Source: an optimization exercise on an open RTL-to-GDS flow (aim: small area, a short achievable clock period and few clock cycles). Production flows keep margins and buffers that such runs may drop.
Where RTL was checked, it was by simulation tests only, not by an equivalence proof against the original.
Power and IR drop assume default switching activity.

==> garnet: inputs <==
// LBP
module LBP ( clk, reset, gray_addr, gray_req, gray_ready, gray_data, lbp_addr, lbp_valid, lbp_data, finish);
input clk;
input reset;
input gray_ready;
input [7:0] gray_data;
output [13:0] gray_addr;
output gray_req;
output [13:0] lbp_addr;
output lbp_valid;
output [7:0] lbp_data;
output finish;
localparam H = 6;             
localparam L = H + 2;         
localparam IW = 3;            
reg [6:0] rd_row, rd_col;
reg [IW-1:0] rd_i;
reg go;           
reg rd_done;      
reg finish;
reg lbp_valid;
wire col_end = &rd_i;             
wire last_col = &rd_col;
wire [6:0] row_inc = rd_row + 7'd1;
wire [6:0] row_dec = rd_row - 7'd1;
wire [6:0] row_back = rd_row - (L-1);
assign gray_addr = {rd_row, rd_col};
assign gray_req = 1'b1;
always @(posedge clk or posedge reset) begin
    if (reset) begin
        go <= 1'b0;
        rd_done <= 1'b0;
        finish <= 1'b0;
        lbp_valid <= 1'b0;
    end else begin
        go <= gray_ready;
        if (go & col_end & last_col & (&rd_row)) rd_done <= 1'b1;
        finish <= rd_done;
        lbp_valid <= go & ~rd_done & (rd_i >= 2) & (rd_col >= 2);
    end
end
always @(posedge clk) begin
    if (!go) begin
        rd_row <= 7'd0;
        rd_col <= 7'd0;
        rd_i <= {IW{1'b0}};
    end else begin
        rd_i <= rd_i + 1'b1;
        if (col_end) begin
            rd_col <= rd_col + 7'd1;
            rd_row <= last_col ? row_dec : row_back;
        end else begin
            rd_row <= row_inc;
        end
    end
end
reg [6:0] lb_row, lb_col;
always @(posedge clk) begin
    lb_row <= row_dec;
    lb_col <= rd_col - 7'd1;
end
assign lbp_addr = {lb_row, lb_col};
reg [7:0] sr [1:L+1];
integer k;
always @(posedge clk) begin
    sr[1] <= gray_data;
    for (k = 2; k <= L+1; k = k + 1) sr[k] <= sr[k-1];
end
wire [7:0] ctr = sr[L+1];
wire [7:0] n7 = gray_data;    
wire [7:0] n4 = sr[1];        
wire [7:0] n2 = sr[2];        
wire [7:0] n6 = sr[L];        
wire b7 = n7 >= ctr, o0 = ctr >= n7;    
wire b4 = n4 >= ctr, o3 = ctr >= n4;    
wire b2 = n2 >= ctr, o5 = ctr >= n2;    
wire b6 = n6 >= ctr, o1 = ctr >= n6;    
  ...
==> module LBP, before the edit <==
module LBP ( clk, reset, gray_addr, gray_req, gray_ready, gray_data, lbp_addr, lbp_valid, lbp_data, finish);
input clk;
input reset;
input gray_ready;
input [7:0] gray_data;
output [13:0] gray_addr;
output gray_req;
output [13:0] lbp_addr;
output lbp_valid;
output [7:0] lbp_data;
output finish;
localparam H = 6;             
localparam L = H + 2;         
localparam IW = 3;            
reg [6:0] rd_row, rd_col;
reg [IW-1:0] rd_i;
reg go;           
reg rd_done;      
reg finish;
reg lbp_valid;
wire col_end = &rd_i;             
wire last_col = &rd_col;
wire [6:0] row_inc = rd_row + 7'd1;
wire [6:0] row_dec = rd_row - 7'd1;
wire [6:0] row_back = rd_row - (L-1);
assign gray_addr = {rd_row, rd_col};
assign gray_req = 1'b1;
always @(posedge clk or posedge reset) begin
    if (reset) begin
        go <= 1'b0;
        rd_done <= 1'b0;
        finish <= 1'b0;
        lbp_valid <= 1'b0;
    end else begin
        go <= gray_ready;
        if (go & col_end & last_col & (&rd_row)) rd_done <= 1'b1;
        finish <= rd_done;
        lbp_valid <= go & ~rd_done & (rd_i >= 2) & (rd_col >= 2);
    end
end
always @(posedge clk) begin
    if (!go) begin
        rd_row <= 7'd0;
        rd_col <= 7'd0;
        rd_i <= {IW{1'b0}};
    end else begin
        rd_i <= rd_i + 1'b1;
        if (col_end) begin
            rd_col <= rd_col + 7'd1;
            rd_row <= last_col ? row_dec : row_back;
        end else begin
            rd_row <= row_inc;
        end
    end
end
reg [6:0] lb_row, lb_col;
always @(posedge clk) begin
    lb_row <= row_dec;
    lb_col <= rd_col - 7'd1;
end
assign lbp_addr = {lb_row, lb_col};
reg [7:0] sr [1:L+1];
integer k;
always @(posedge clk) begin
    sr[1] <= gray_data;
    for (k = 2; k <= L+1; k = k + 1) sr[k] <= sr[k-1];
end
wire [7:0] ctr = sr[L+1];
wire [7:0] n7 = gray_data;    
wire [7:0] n4 = sr[1];        
wire [7:0] n2 = sr[2];        
wire [7:0] n6 = sr[L];        
wire b7 = n7 >= ctr, o0 = ctr >= n7;    
wire b4 = n4 >= ctr, o3 = ctr >= n4;    
wire b2 = n2 >= ctr, o5 = ctr >= n2;    
wire b6 = n6 >= ctr, o1 = ctr >= n6;    
reg [L:0] d0;       
reg [L-1:0] d3;     
reg [L-2:0] d5;     
reg d1;             
reg [7:0] lbp_data;
always @(posedge clk) begin
    d0 <= {d0[L-1:0], o0};
    d3 <= {d3[L-2:0], o3};
    d5 <= {d5[L-3:0], o5};
    d1 <= o1;
    lbp_data <= {b7, b6, d5[L-2], b4, d3[L-1], b2, d1, d0[L]};
end
endmodule
clock: 3.5 ns
lec_check: 0
cap_margin: 20
core_margin: 2
core_utilization: 40
place_density: 0.6
setup_slack_margin: 1.7
slew_margin: 20
run.sh (not shown) runs the stock make flow with config.mk's settings and CLKGATE_MAP_FILE= SYNTH_SCRIPT=/design/flow/synth_recipe.tcl, a recipe that flattens the netlist after the stock synthesis.
==> onyx: changes against garnet <==
==> flow/design.v (replaced) <==
`timescale 1ns/10ps
module LBP ( clk, reset, gray_addr, gray_req, gray_ready, gray_data, lbp_addr, lbp_valid, lbp_data, finish);
input clk;
input reset;
input gray_ready;
input [7:0] gray_data;
output [13:0] gray_addr;
output gray_req;
output [13:0] lbp_addr;
output lbp_valid;
output [7:0] lbp_data;
output finish;
localparam H = 6;             
localparam L = H + 2;         
localparam IW = 3;            
reg [6:0] rd_row, rd_col;
reg [IW-1:0] rd_i;
reg rd_done;
reg finish;
reg lbp_valid;
wire rd_en = gray_ready & ~rd_done;
wire col_end = (rd_i == L-1);
wire strip_end = col_end & (rd_col == 7'd127);
assign gray_addr = {rd_row, rd_col};
assign gray_req = 1'b1;
always @(posedge clk or posedge reset) begin
    if (reset) begin
        rd_row <= 7'd0;
        rd_col <= 7'd0;
        rd_i <= {IW{1'b0}};
        rd_done <= 1'b0;
        finish <= 1'b0;
        lbp_valid <= 1'b0;
    end else begin
        finish <= rd_done;
        lbp_valid <= rd_en & (rd_i >= 2) & (rd_col >= 2);
        if (rd_en) begin
            if (col_end) begin
                rd_i <= {IW{1'b0}};
                rd_col <= rd_col + 7'd1;
                if (strip_end) begin
                    if (rd_row == 7'd127) rd_done <= 1'b1;
                    rd_row <= rd_row - 7'd1;
                end else begin
                    rd_row <= rd_row - (L-1);
                end
            end else begin
                rd_i <= rd_i + 1'b1;
                rd_row <= rd_row + 7'd1;
            end
        end
    end
end
reg [6:0] lb_row, lb_col;
always @(posedge clk) begin
    lb_row <= rd_row - 7'd1;
    lb_col <= rd_col - 7'd1;
end
assign lbp_addr = {lb_row, lb_col};
reg [7:0] sr [1:L+1];
integer k;
always @(posedge clk) begin
    sr[1] <= gray_data;
    for (k = 2; k <= L+1; k = k + 1) sr[k] <= sr[k-1];
end
wire [7:0] p = gray_data;
wire [7:0] pu = sr[1];
wire [7:0] pdl = sr[L-1];
wire [7:0] pl = sr[L];
wire [7:0] pul = sr[L+1];
wire geU = p >= pu,  leU = pu >= p;
wire geUL = p >= pul, leUL = pul >= p;
wire geL = p >= pl,  leL = pl >= p;
wire geDL = p >= pdl, leDL = pdl >= p;
reg [3:0] dle [0:L+1];    
reg [L:0] dgu;            
reg [1:0] dgl;            
reg [2:0] dgdl;           
reg b7;
always @(posedge clk) begin
    dle[0] <= {leDL, leL, leU, leUL};
    for (k = 1; k <= L+1; k = k + 1) dle[k] <= dle[k-1];
    dgu <= {dgu[L-1:0], geU};
    dgl <= {dgl[0], geL};
    dgdl <= {dgdl[1:0], geDL};
    b7 <= geUL;
end
wire [3:0] lo = dle[L+1];
assign lbp_data = {b7, dgu[L], lo[3], dgl[1], lo[2], dgdl[2], lo[1], lo[0]};
endmodule
--- a/flow/config.mk
+++ b/flow/config.mk
@@ -11,3 +11,2 @@
 export PLACE_DENSITY = 0.6
-export SETUP_SLACK_MARGIN = 1.7
 export SLEW_MARGIN = 20
==> xenon: changes against garnet <==
==> flow/design.v (replaced) <==
`timescale 1ns/10ps
module LBP ( clk, reset, gray_addr, gray_req, gray_ready, gray_data, lbp_addr, lbp_valid, lbp_data, finish);
input clk;
input reset;
input gray_ready;
input [7:0] gray_data;
output [13:0] gray_addr;
output gray_req;
output [13:0] lbp_addr;
output lbp_valid;
output [7:0] lbp_data;
output finish;
localparam H = 6;             
localparam L = H + 2;         
localparam IW = (L > 8) ? 4 : 3;
localparam [6:0] LASTF = 7'd126 - H;    
reg [6:0] rd_row, rd_col;
reg [IW-1:0] rd_i;
reg rd_done;
reg v1;
reg finish;
wire rd_en = gray_ready & ~rd_done;
wire col_end = (rd_i == L-1);
wire strip_end = col_end & (rd_col == 7'd127);
wire [6:0] nxt_first = rd_row - 7'd1;
assign gray_addr = {rd_row, rd_col};
assign gray_req = 1'b1;
always @(posedge clk or posedge reset) begin
    if (reset) begin
        rd_row <= 7'd0;
        rd_col <= 7'd0;
        rd_i <= {IW{1'b0}};
        rd_done <= 1'b0;
        v1 <= 1'b0;
        finish <= 1'b0;
    end else begin
        v1 <= rd_en;
        finish <= rd_done & ~v1;
        if (rd_en) begin
            if (col_end) begin
                rd_i <= {IW{1'b0}};
                rd_col <= rd_col + 7'd1;
                if (strip_end) begin
                    if (rd_row == 7'd127) rd_done <= 1'b1;
                    rd_row <= (nxt_first > LASTF) ? LASTF : nxt_first;
                end else begin
                    rd_row <= rd_row - (L-1);
                end
            end else begin
                rd_i <= rd_i + 1'b1;
                rd_row <= rd_row + 7'd1;
            end
        end
    end
end
reg [7:0] sr [0:L+1];
integer k;
always @(posedge clk) begin
    sr[0] <= gray_data;
    for (k = 1; k <= L+1; k = k + 1) sr[k] <= sr[k-1];
end
wire [7:0] p = sr[0];
wire [7:0] pu = sr[1];
wire [7:0] pdl = sr[L-1];
wire [7:0] pl = sr[L];
wire [7:0] pul = sr[L+1];
wire geU = p >= pu,  leU = pu >= p;
wire geUL = p >= pul, leUL = pul >= p;
wire geL = p >= pl,  leL = pl >= p;
wire geDL = p >= pdl, leDL = pdl >= p;
reg [3:0] dle [0:L+1];    
reg [L:0] dgu;            
reg [1:0] dgl;            
reg [2:0] dgdl;           
reg b7;
always @(posedge clk) begin
    dle[0] <= {leDL, leL, leU, leUL};
    for (k = 1; k <= L+1; k = k + 1) dle[k] <= dle[k-1];
    dgu <= {dgu[L-1:0], geU};
    dgl <= {dgl[0], geL};
    dgdl <= {dgdl[1:0], geDL};
    b7 <= geUL;
end
wire [3:0] lo = dle[L+1];
assign lbp_data = {b7, dgu[L], lo[3], dgl[1], lo[2], dgdl[2], lo[1], lo[0]};
reg [6:0] lb_row, lb_col;
reg lbp_valid;
wire i0 = (rd_i == 0);
wire [6:0] lcn = rd_col - (i0 ? 7'd2 : 7'd1);
always @(posedge clk or posedge reset) begin
    if (reset) lbp_valid <= 1'b0;
    else lbp_valid <= v1 & (i0 | (rd_i >= 3)) & (lcn != 7'd0) & (lcn != 7'd127);
end
always @(posedge clk) begin
    lb_col <= lcn;
    lb_row <= i0 ? lb_row + 7'd1 : rd_row - 7'd2;
end
assign lbp_addr = {lb_row, lb_col};
endmodule
--- a/flow/config.mk
+++ b/flow/config.mk
@@ -11,3 +11,2 @@
 export PLACE_DENSITY = 0.6
-export SETUP_SLACK_MARGIN = 1.7
 export SLEW_MARGIN = 20
==> maple: changes against garnet <==
==> flow/design.v (replaced) <==
`timescale 1ns/10ps
module LBP ( clk, reset, gray_addr, gray_req, gray_ready, gray_data, lbp_addr, lbp_valid, lbp_data, finish);
input clk;
input reset;
input gray_ready;
input [7:0] gray_data;
output [13:0] gray_addr;
output gray_req;
output [13:0] lbp_addr;
output lbp_valid;
output [7:0] lbp_data;
output finish;
localparam H = 6;             
localparam L = H + 2;         
localparam IW = 3;            
reg [6:0] rd_row, rd_col;
reg [IW-1:0] rd_i;
reg rd_done;
reg finish;
reg lbp_valid;
wire rd_en = gray_ready & ~rd_done;
wire col_end = (rd_i == L-1);
wire strip_end = col_end & (rd_col == 7'd127);
assign gray_addr = {rd_row, rd_col};
assign gray_req = 1'b1;
always @(posedge clk or posedge reset) begin
    if (reset) begin
        rd_row <= 7'd0;
        rd_col <= 7'd0;
        rd_i <= {IW{1'b0}};
        rd_done <= 1'b0;
        finish <= 1'b0;
        lbp_valid <= 1'b0;
    end else begin
        finish <= rd_done;
        lbp_valid <= rd_en & (rd_i >= 2) & (rd_col >= 2);
        if (rd_en) begin
            if (col_end) begin
                rd_i <= {IW{1'b0}};
                rd_col <= rd_col + 7'd1;
                if (strip_end) begin
                    if (rd_row == 7'd127) rd_done <= 1'b1;
                    rd_row <= rd_row - 7'd1;
                end else begin
                    rd_row <= rd_row - (L-1);
                end
            end else begin
                rd_i <= rd_i + 1'b1;
                rd_row <= rd_row + 7'd1;
            end
        end
    end
end
reg [6:0] lb_row, lb_col;
always @(posedge clk) begin
    lb_row <= rd_row - 7'd1;
    lb_col <= rd_col - 7'd1;
end
assign lbp_addr = {lb_row, lb_col};
reg [7:0] sr [1:L+1];
integer k;
always @(posedge clk) begin
    sr[1] <= gray_data;
    for (k = 2; k <= L+1; k = k + 1) sr[k] <= sr[k-1];
end
wire [7:0] p = gray_data;
wire [7:0] pu = sr[1];
wire [7:0] pdl = sr[L-1];
wire [7:0] pl = sr[L];
wire [7:0] pul = sr[L+1];
wire geU = p >= pu,  leU = pu >= p;
wire geUL = p >= pul, leUL = pul >= p;
wire geL = p >= pl,  leL = pl >= p;
wire geDL = p >= pdl, leDL = pdl >= p;
reg [3:0] dle [0:L+1];    
reg [L:0] dgu;            
reg [1:0] dgl;            
reg [2:0] dgdl;           
reg b7;
always @(posedge clk) begin
    dle[0] <= {leDL, leL, leU, leUL};
    for (k = 1; k <= L+1; k = k + 1) dle[k] <= dle[k-1];
    dgu <= {dgu[L-1:0], geU};
    dgl <= {dgl[0], geL};
    dgdl <= {dgdl[1:0], geDL};
    b7 <= geUL;
end
wire [3:0] lo = dle[L+1];
assign lbp_data = {b7, dgu[L], lo[3], dgl[1], lo[2], dgdl[2], lo[1], lo[0]};
endmodule
--- a/flow/config.mk
+++ b/flow/config.mk
@@ -7,2 +7,3 @@
 export LEC_CHECK = 0
+export ABC_CLOCK_PERIOD_IN_PS = 1600
 export CAP_MARGIN = 20
@@ -10,4 +11,6 @@
 export CORE_UTILIZATION = 40
+export CTS_CLUSTER_DIAMETER = 100
+export CTS_CLUSTER_SIZE = 40
 export PLACE_DENSITY = 0.6
-export SETUP_SLACK_MARGIN = 1.7
+export SETUP_SLACK_MARGIN = 1.9
 export SLEW_MARGIN = 20
==> notes <==
Hold slack, lowest first: maple, garnet, onyx, xenon. Against onyx, the wire length of xenon is higher by about 26%. In synthesized cell count, maple and onyx do not differ. In onyx the clock power is smaller than in xenon, by about 13%. Non-clock buffer count is the same in onyx and xenon. Die area is the same in maple and onyx. Against garnet, the flip-flop and latch count of onyx is higher by 21. Sequential share of layout area, highest first: onyx, maple, xenon, garnet. Between xenon and maple, the lower critical path depth is in maple (gap 8). In synthesized area, onyx and maple do not differ.
==> figures <==
item	garnet	xenon	maple	onyx
Net switching power figure	776 uW	1720 uW	1340 uW	1270 uW
P_seq	1750 uW	2480 uW	2240 uW	2330 uW
Clock-pin slew reported for the worst setup and hold paths after clock tree synthesis	60 ps	70 ps	60 ps	60 ps
Outcome	timing/DRC/antenna clean	timing/DRC/antenna clean	timing/DRC/antenna clean	timing/DRC/antenna clean
Post-CTS setup buffers	14	0	24	0
Slack of the critical path	1750 ps	606 ps	1840 ps	1190 ps
Met2 Wirelength	3350 um	4170 um	3420 um	3110 um
Power density over cell area	647 mW/mm^2	822 mW/mm^2	785 mW/mm^2	809 mW/mm^2
Path type of the worst setup path	in2reg	reg2reg	reg2out	reg2out
Leakage component of the power	0.00264 uW	0.00305 uW	0.00283 uW	0.00264 uW
Clock sink count	140	170	161	161
R2R Path End	rd_row[5]	lbp_valid	rd_row[6]	rd_row[2]
Width of the die	110 um	123 um	114 um	114 um
Buffer type at the clock tree root	clkbuf_8	clkbuf_16	clkbuf_16	clkbuf_16
Total global-route track usage	13.4%	12.8%	12.7%	11.8%
Final weighted congestion in routability-driven placement	0.755	0.805	0.796	0.814
Number of vias per cell	4.60	4.71	4.49	4.59
Pin count of the biggest net entering global routing	24	22	21	21
Logic depth of the worst path, buffers included	8	9	1	1
Area growth, synth to finish	25.9%	20.6%	32.4%	22.8%
Clock latency (worst-skew pair)	520 ps	420 ps	410 ps	410 ps
Internal cell power	2890 uW	3930 uW	3710 uW	3550 uW
Testbench counts of onyx, summed over its fixed seeds: cycles 344,080.
Testbench counts of xenon, summed over its fixed seeds: cycles 344,096.
Testbench counts of maple, summed over its fixed seeds: cycles 344,080.
No functional check of the RTL was part of garnet.

static timing again, ports no longer ideal:
The results above use ideal ports. As a check the final layouts listed here were re-extracted and re-timed, cells and wires unchanged. Step 1 sets driving cells, clkbuf_16 on the clock port and buf_2 on the other inputs (assumed; they add their load-dependent delay and slew). Step 2 times the ports against the registers' clock, not the clock port: input delays grow and output delays shrink by t, the midpoint of the rising clock arrivals with the driver on. a / b / c = no drivers / after step 1 / after step 2; a / b = the first two.
run	t, ns	slack for setup (ns)	clock arrival spread, ns	cell pins on the clock port's net
garnet	0.542	1.750 / 1.722 / 1.216	0.010 / 0.009	1
onyx	0.445	1.188 / 1.153 / 0.826	0.007 / 0.007	1
xenon	0.455	0.606 / 0.606 / 0.606	0.006 / 0.006	1
maple	0.446	1.842 / 1.806 / 1.486	0.008 / 0.007	1
After both steps setup and hold are still met in every run listed. The setup slack of garnet, which loses most, moves by -0.028 ns with the drivers and by -0.534 ns with both steps.
